Context: an optimization exercise on an open-source flow, tuned for a short achievable clock period and few clock cycles. The choices shown serve that exercise and are no tape-out recipe.
The RTL was checked by simulation tests, not by an equivalence proof against the original design.

==> flow/design.v <==
`timescale 1ns / 1ps
module SimpleCPU(clk, rst, data_fromRAM, wrEn, addr_toRAM, data_toRAM);
parameter SIZE = 10;
localparam ADD  = 3'd0;
localparam NAND = 3'd1;
localparam SRL  = 3'd2;
localparam LT   = 3'd3;
localparam CP   = 3'd4;
localparam CPI  = 3'd5;
localparam BZJ  = 3'd6;
localparam MUL  = 3'd7;
localparam S_FETCH = 4'd0;   
localparam S_DEC   = 4'd1;   
localparam S_RDA   = 4'd2;   
localparam S_RDB   = 4'd3;   
localparam S_CPI1  = 4'd4;   
localparam S_CPI2  = 4'd5;   
localparam S_BZ1   = 4'd6;   
localparam S_BZ2   = 4'd7;   
localparam S_MUL1  = 4'd8;
localparam S_MUL2  = 4'd9;
localparam S_WR    = 4'd10;  
input clk, rst;
input wire [31:0] data_fromRAM;
output reg wrEn;
output reg [SIZE-1:0] addr_toRAM;
output reg [31:0] data_toRAM;
reg [3:0]  state, stateNext;
reg [SIZE-1:0] PC, PCNext;
reg [31:0] IW, IWNext;
reg        iwLive, iwLiveNext;    
reg [31:0] R1, R1Next;
reg [31:0] R2, R2Next;
reg [31:0] Res, ResNext;
reg [SIZE-1:0] WA, WANext;        
reg        Z, ZNext;
wire [31:0] iwc = iwLive ? data_fromRAM : IW;
wire [2:0]  opc = iwc[31:29];
wire        imc = iwc[28];
wire [2:0]  op  = IW[31:29];
wire        im  = IW[28];
wire [SIZE-1:0] fA = IW[SIZE+13:14];
wire [SIZE-1:0] fB = IW[SIZE-1:0];
wire [31:0] immB = {18'd0, IW[13:0]};
wire [SIZE-1:0] PC1 = PC + 1'b1;
function [31:0] alu;
	input [2:0] o;
	input [31:0] a;
	input [31:0] b;
	begin
		case (o)
			ADD:  alu = a + b;
			NAND: alu = ~(a & b);
			SRL:  alu = (b < 32) ? (a >> b[4:0]) : ((b[31:6] == 0) ? (a << b[4:0]) : 32'd0);
			LT:   alu = (a < b) ? 32'd1 : 32'd0;
			default: alu = b;
		endcase
	end
endfunction
always @(posedge clk) begin
	state  <= stateNext;
	PC     <= PCNext;
	IW     <= IWNext;
	iwLive <= iwLiveNext;
	R1     <= R1Next;
	R2     <= R2Next;
	Res    <= ResNext;
	WA     <= WANext;
	Z      <= ZNext;
end
always @(*) begin
	stateNext  = state;
	PCNext     = PC;
	IWNext     = IW;
	iwLiveNext = 1'b0;
	R1Next     = R1;
	R2Next     = R2;
	ResNext    = Res;
	WANext     = WA;
	ZNext      = Z;
	wrEn       = 1'b0;
	addr_toRAM = PC;
	data_toRAM = Res;
	if (rst) begin
		addr_toRAM = 0;
		PCNext     = 0;
		stateNext  = S_DEC;
		iwLiveNext = 1'b1;
	end else begin
		case (state)
			S_FETCH: begin
				addr_toRAM = PC;
				iwLiveNext = 1'b1;
				stateNext  = S_DEC;
			end
			S_DEC: begin
				IWNext = iwc;
				WANext = iwc[SIZE+13:14];
				R2Next = {18'd0, iwc[13:0]};
				case (opc)
					CP: begin
						if (imc) begin
							ResNext    = {18'd0, iwc[13:0]};
							addr_toRAM = PC1;
							stateNext  = S_WR;
						end else begin
							addr_toRAM = iwc[SIZE-1:0];
							stateNext  = S_RDB;
						end
					end
					CPI: begin
						if (imc) begin
							addr_toRAM = iwc[SIZE+13:14];
							stateNext  = S_RDA;
						end else begin
							addr_toRAM = iwc[SIZE-1:0];
							stateNext  = S_CPI1;
						end
					end
					BZJ: begin
						if (imc) begin
							addr_toRAM = iwc[SIZE+13:14];
							stateNext  = S_RDA;
						end else begin
							addr_toRAM = iwc[SIZE-1:0];
							stateNext  = S_BZ1;
						end
					end
					default: begin
						addr_toRAM = iwc[SIZE+13:14];
						stateNext  = S_RDA;
					end
				endcase
			end
			S_RDA: begin
				R1Next = data_fromRAM;
				case (op)
					CPI: begin        
						WANext     = data_fromRAM[SIZE-1:0];
						addr_toRAM = fB;
						stateNext  = S_RDB;
					end
					BZJ: begin        
						PCNext    = data_fromRAM[SIZE-1:0] + fB;
						stateNext = S_FETCH;
					end
					MUL: begin
						if (im) stateNext = S_MUL1;
						else begin
							addr_toRAM = fB;
							stateNext  = S_RDB;
						end
					end
					default: begin
						if (im) begin
							ResNext    = alu(op, data_fromRAM, immB);
							addr_toRAM = PC1;
							stateNext  = S_WR;
						end else begin
							addr_toRAM = fB;
							stateNext  = S_RDB;
						end
					end
				endcase
			end
			S_RDB: begin
				R2Next = data_fromRAM;
				if (op == MUL) stateNext = S_MUL1;
				else begin
					ResNext    = alu(op, R1, data_fromRAM);
					addr_toRAM = PC1;
					stateNext  = S_WR;
				end
			end
			S_CPI1: begin
				addr_toRAM = data_fromRAM[SIZE-1:0];
				stateNext  = S_CPI2;
			end
			S_CPI2: begin
				ResNext    = data_fromRAM;
				addr_toRAM = PC1;
				stateNext  = S_WR;
			end
			S_BZ1: begin
				ZNext      = (data_fromRAM == 32'd0);
				addr_toRAM = fA;
				stateNext  = S_BZ2;
			end
			S_BZ2: begin
				PCNext     = Z ? data_fromRAM[SIZE-1:0] : PC1;
				addr_toRAM = PCNext;
				iwLiveNext = 1'b1;
				stateNext  = S_DEC;
			end
			S_MUL1: begin
				ResNext   = R1 * {16'd0, R2[15:0]};
				stateNext = S_MUL2;
			end
			S_MUL2: begin
				ResNext    = Res + {R1[15:0] * R2[31:16], 16'd0};
				addr_toRAM = PC1;
				stateNext  = S_WR;
			end
			S_WR: begin
				wrEn       = 1'b1;
				addr_toRAM = WA;
				data_toRAM = Res;
				PCNext     = PC1;
				IWNext     = (WA == PC1) ? Res : data_fromRAM;
				stateNext  = S_DEC;
			end
			default: stateNext = S_FETCH;
		endcase
	end
end
endmodule
==> flow/run.sh <==
#!/bin/bash
# synth_recipe.tcl (not shown) runs the flow's synth.tcl, then flattens the netlist and writes it again
# the make line also repeats each setting of config.mk as NAME=value (left out here)
make -C /OpenROAD-flow-scripts/flow DESIGN_CONFIG=/design/flow/config.mk WORK_HOME=/design/flow/orfs CLKGATE_MAP_FILE= SYNTH_SCRIPT=/design/flow/synth_recipe.tcl finish
==> flow/config.mk <==
export PLATFORM = sky130hd
export DESIGN_NAME = SimpleCPU
export DESIGN_NICKNAME = SimpleCPU
export VERILOG_FILES = /design/flow/design.v
export SDC_FILE = /design/flow/constraint.sdc
export NUM_CORES = 4
export LEC_CHECK = 0
export CAP_MARGIN = 20
export CORE_MARGIN = 2
export CORE_UTILIZATION = 40
export SLEW_MARGIN = 20
==> flow/constraint.sdc <==
create_clock -name core_clock -period 10.0 [get_ports {clk}]
set_input_delay 2.0000 -clock core_clock [delete_from_list [all_inputs] [get_ports {clk}]]
set_output_delay 2.0000 -clock core_clock [all_outputs]
set_load 0.01 [all_outputs]
==> results.txt <==
outcome=no timing/DRC/antenna violations; Die ar.=~92000 um2; initial antenna violation count=16; worst min path class=reg2reg; Starting Density=40.2%; headroom to the max-slew limit=12.2%; critical setup path kind=reg2reg; CTS tree=done; layout cells sized above 1=8.21%; Syn Inst Count=4383; H-tree depth=4; Routed Antenna Nets=0; setup_tns=0 ns; DP Cell Count=about 5.5k; EDFF count, synth=about 140; HPWL Detailed=roughly 120000 um; DR vias=around 35k; Yosys reg bits=150; io pins=77; Hold WS=between 0.5 and 0.6 ns; first-pass GRT wire length=roughly 240000 um; fin crit share=roughly 78%; Final Hold Viols=0; Final min period=between 7 and 8 ns; top-area cell type share of the netlist area=between 20% and 30%; post-synthesis sequential area ratio=between 10% and 20%; RSZ-0062 raised after global routing=false; clock latency (worst-skew pair)=~0.5 ns; Max Clock Skew=approximately 0.026 ns; final WL=around 170000 um; Avg Cell Area, Syn=around 8.2 um2; reg2reg start=R1[3]; DRC Markers=0; Vias per Instance=around 6.3; num rows=between 100 and 150; met3 routed WL=18500 um; height of the chip=a little over 300 um; leading area contributor after synthesis=fa_1; clk slew on worst S/H paths=approximately 0.080 ns; clk buf depth=2; non-filler cells, final=5494; syn_nets=roughly 5k; Hold Path Origin=PC[3]; GR Util All Layers=a little over a third; Synth async-reset ratio=0%; Finished Core Util=between 40 and 50%; CP Capture Type=flop; Synth cell types=90; # Post-CTS Setup Buffers=0; number of global-route vias before repair=~34k; Highest Signal Layer=met5; nets=just under 5k; Synth top cells by count=inv_1 (554), nand2_1 (545), fa_1 (387); DR WL/cell=30.3 um; Crit path required time=around 10 ns; YS warnings=1; worst path arrival time=about 8 ns; Detail Route met2 WL=approximately 71000 um; FILL cells=approximately 9.1k; wire length on met1=around 66000 um; startpoint types=flop; Post-synth top flop=edfxtp_1; total CTS buffers=17; Post-Syn Area=around 36000 um2; setup violators final=0; IO buf count=between 70 and 80; Overflow after GRT=0; Slew Limit Fails=0; Synth area leaders=fa_1 (22%), edfxtp_1 (11%), ha_1 (7.8%), inv_1 (5.8%), nand2_1 (5.7%); Initial DRC Count=4376; Die X-Extent=304 um; routability cong.=between 1 and 1.5; most common cell in the netlist=inv_1; CP max FO=24; largest net degree at the start of global routing=75; CTS sink count=150; Max Clock Freq=0.128 GHz; PostCTS Resize Cnt=0; Detailed Routing Iterations Pass 1=8; Core ar.=between 80000 and 90000 um2; root buffer cell=clkbuf_16; max cap viols=0; Layout area overhead=7.15%; hold_buf cts=0; Least-Margin Pin Slew=between 1 and 1.5 ns; Crit. Startpoint=R1[3]
logic make-up (layout without fill, tap and decap cells):
group	Yosys count	count (layout)	synth area share (%)
compound gates	929	929	16.7
xor+xnor	175	175	4.28
fa+ha+maj	611	611	29.3
buf+inv	876	803	9.54
flops	150	150	12.1
mux	270	270	10.7
other cells	0	8	0
simple gates	1372	1372	17.4
placed cells by master (no fill, tap or decap), drive strengths merged, types with 28 or more instances in the layout:
master,n
inv,563
nand2,545
fa,387
nor2,347
a21oi,242
and2,226
ha,224
o21ai,185
xnor2,138
buf,138
edfxtp,135
mux2i,128
o22ai,99
mux4,85
clkdlybuf4s50,70
nor3,67
mux2,57
a211oi,51
a31oi,49
a221oi,42
nand3,41
xor2,37
a22oi,31
nand2b,29
nor2b,28
o211ai,28
path summary, 6_finish.rpt:
kind,to,slack (ns),cells past startpoint
hold / removal,PC[3],0.56,2
setup / recovery,Res[30],2.21,25
hold reg to reg,PC[3],0.56,2
setup reg to reg,Res[30],2.21,25
per-stage QoR:
stage | area [um2] | setup WS [ns]
floorplan | 36000 | 3.30
global placement | 37900 | 2.46
detailed placement | 38000 | 2.30
CTS | 38600 | 2.27
global route | 38600 | 1.80
finish | 38600 | 2.21
cell type report:
type                       instances  area [um2]  area share [%]
clock inverter                    15         169           0.438
multi-input combinational       3357       28300            73.3
timing repair buffer             208        1750            4.53
sequential                       150        4360            11.3
tap                             1176        1470            3.81
clock buffer                      17         425            1.10
inverter                         563        2110            5.48
antenna                            8        20.0          0.0519
sequential cells by signal (all words and copies together), names as in the netlist, 4 cells and up:
name / cells
IW: 28
PC: 10
R1: 32
state: 4
R2: 32
WA: 10
Res: 32
per-layer routing:
metal  track usage, %  up-vias
li1                 -    14700
met1             47.4    17200
met2             52.9     2296
met3             8.50      498
met4             20.2        8
met5                0        -
critical path: stages (launching register included):
cell and delay [ns]:
edfxtp_1 0.88, buf_4 0.43, and2_1 0.20, fa_1 0.41, fa_1 0.46, ha_1 0.21
fa_1 0.48, inv_1 0.06, fa_1 0.49, fa_1 0.49, inv_1 0.04, ha_1 0.31
nor2b_1 0.15, o21a_1 0.18, o21a_1 0.17, o21a_1 0.17, o41ai_1 0.30, xnor2_1 0.25
ha_1 0.34, nand2b_1 0.10, o21ai_0 0.17, a221oi_1 0.33, o311ai_0 0.19, a211o_1 0.29
a211oi_1 0.26, nand4_1 0.12
Testbench counts, summed over its fixed seeds: cycles 158,490.

==> what the ideal ports hide <==
No port has a modelled driver above. Below, the same layout with a new extraction and two added sets of constraints.
Step 1 sets driving cells, clkbuf_16 on the clock port and buf_2 on the other inputs (assumed; they add their load-dependent delay and slew).
Step 2 moves the port delays by t, midway between the first and last clock arrival at a register: inputs arrive t later, outputs are due t later. That takes back most of the time a late clock gives input paths.
Three values: ideal ports, drivers, drivers and shift; two values: the first two.
t (ns): 0.548
setup slack, ns: 2.213 / 2.213 / 2.213
slew at the worst register clock pin (ns): 0.09 / 0.09
cell pins on the clock port's net: 1
After both steps setup and hold are still met in this run. For this run, drivers alone change the setup slack by 0.000 ns; drivers and shift together by 0.000 ns.
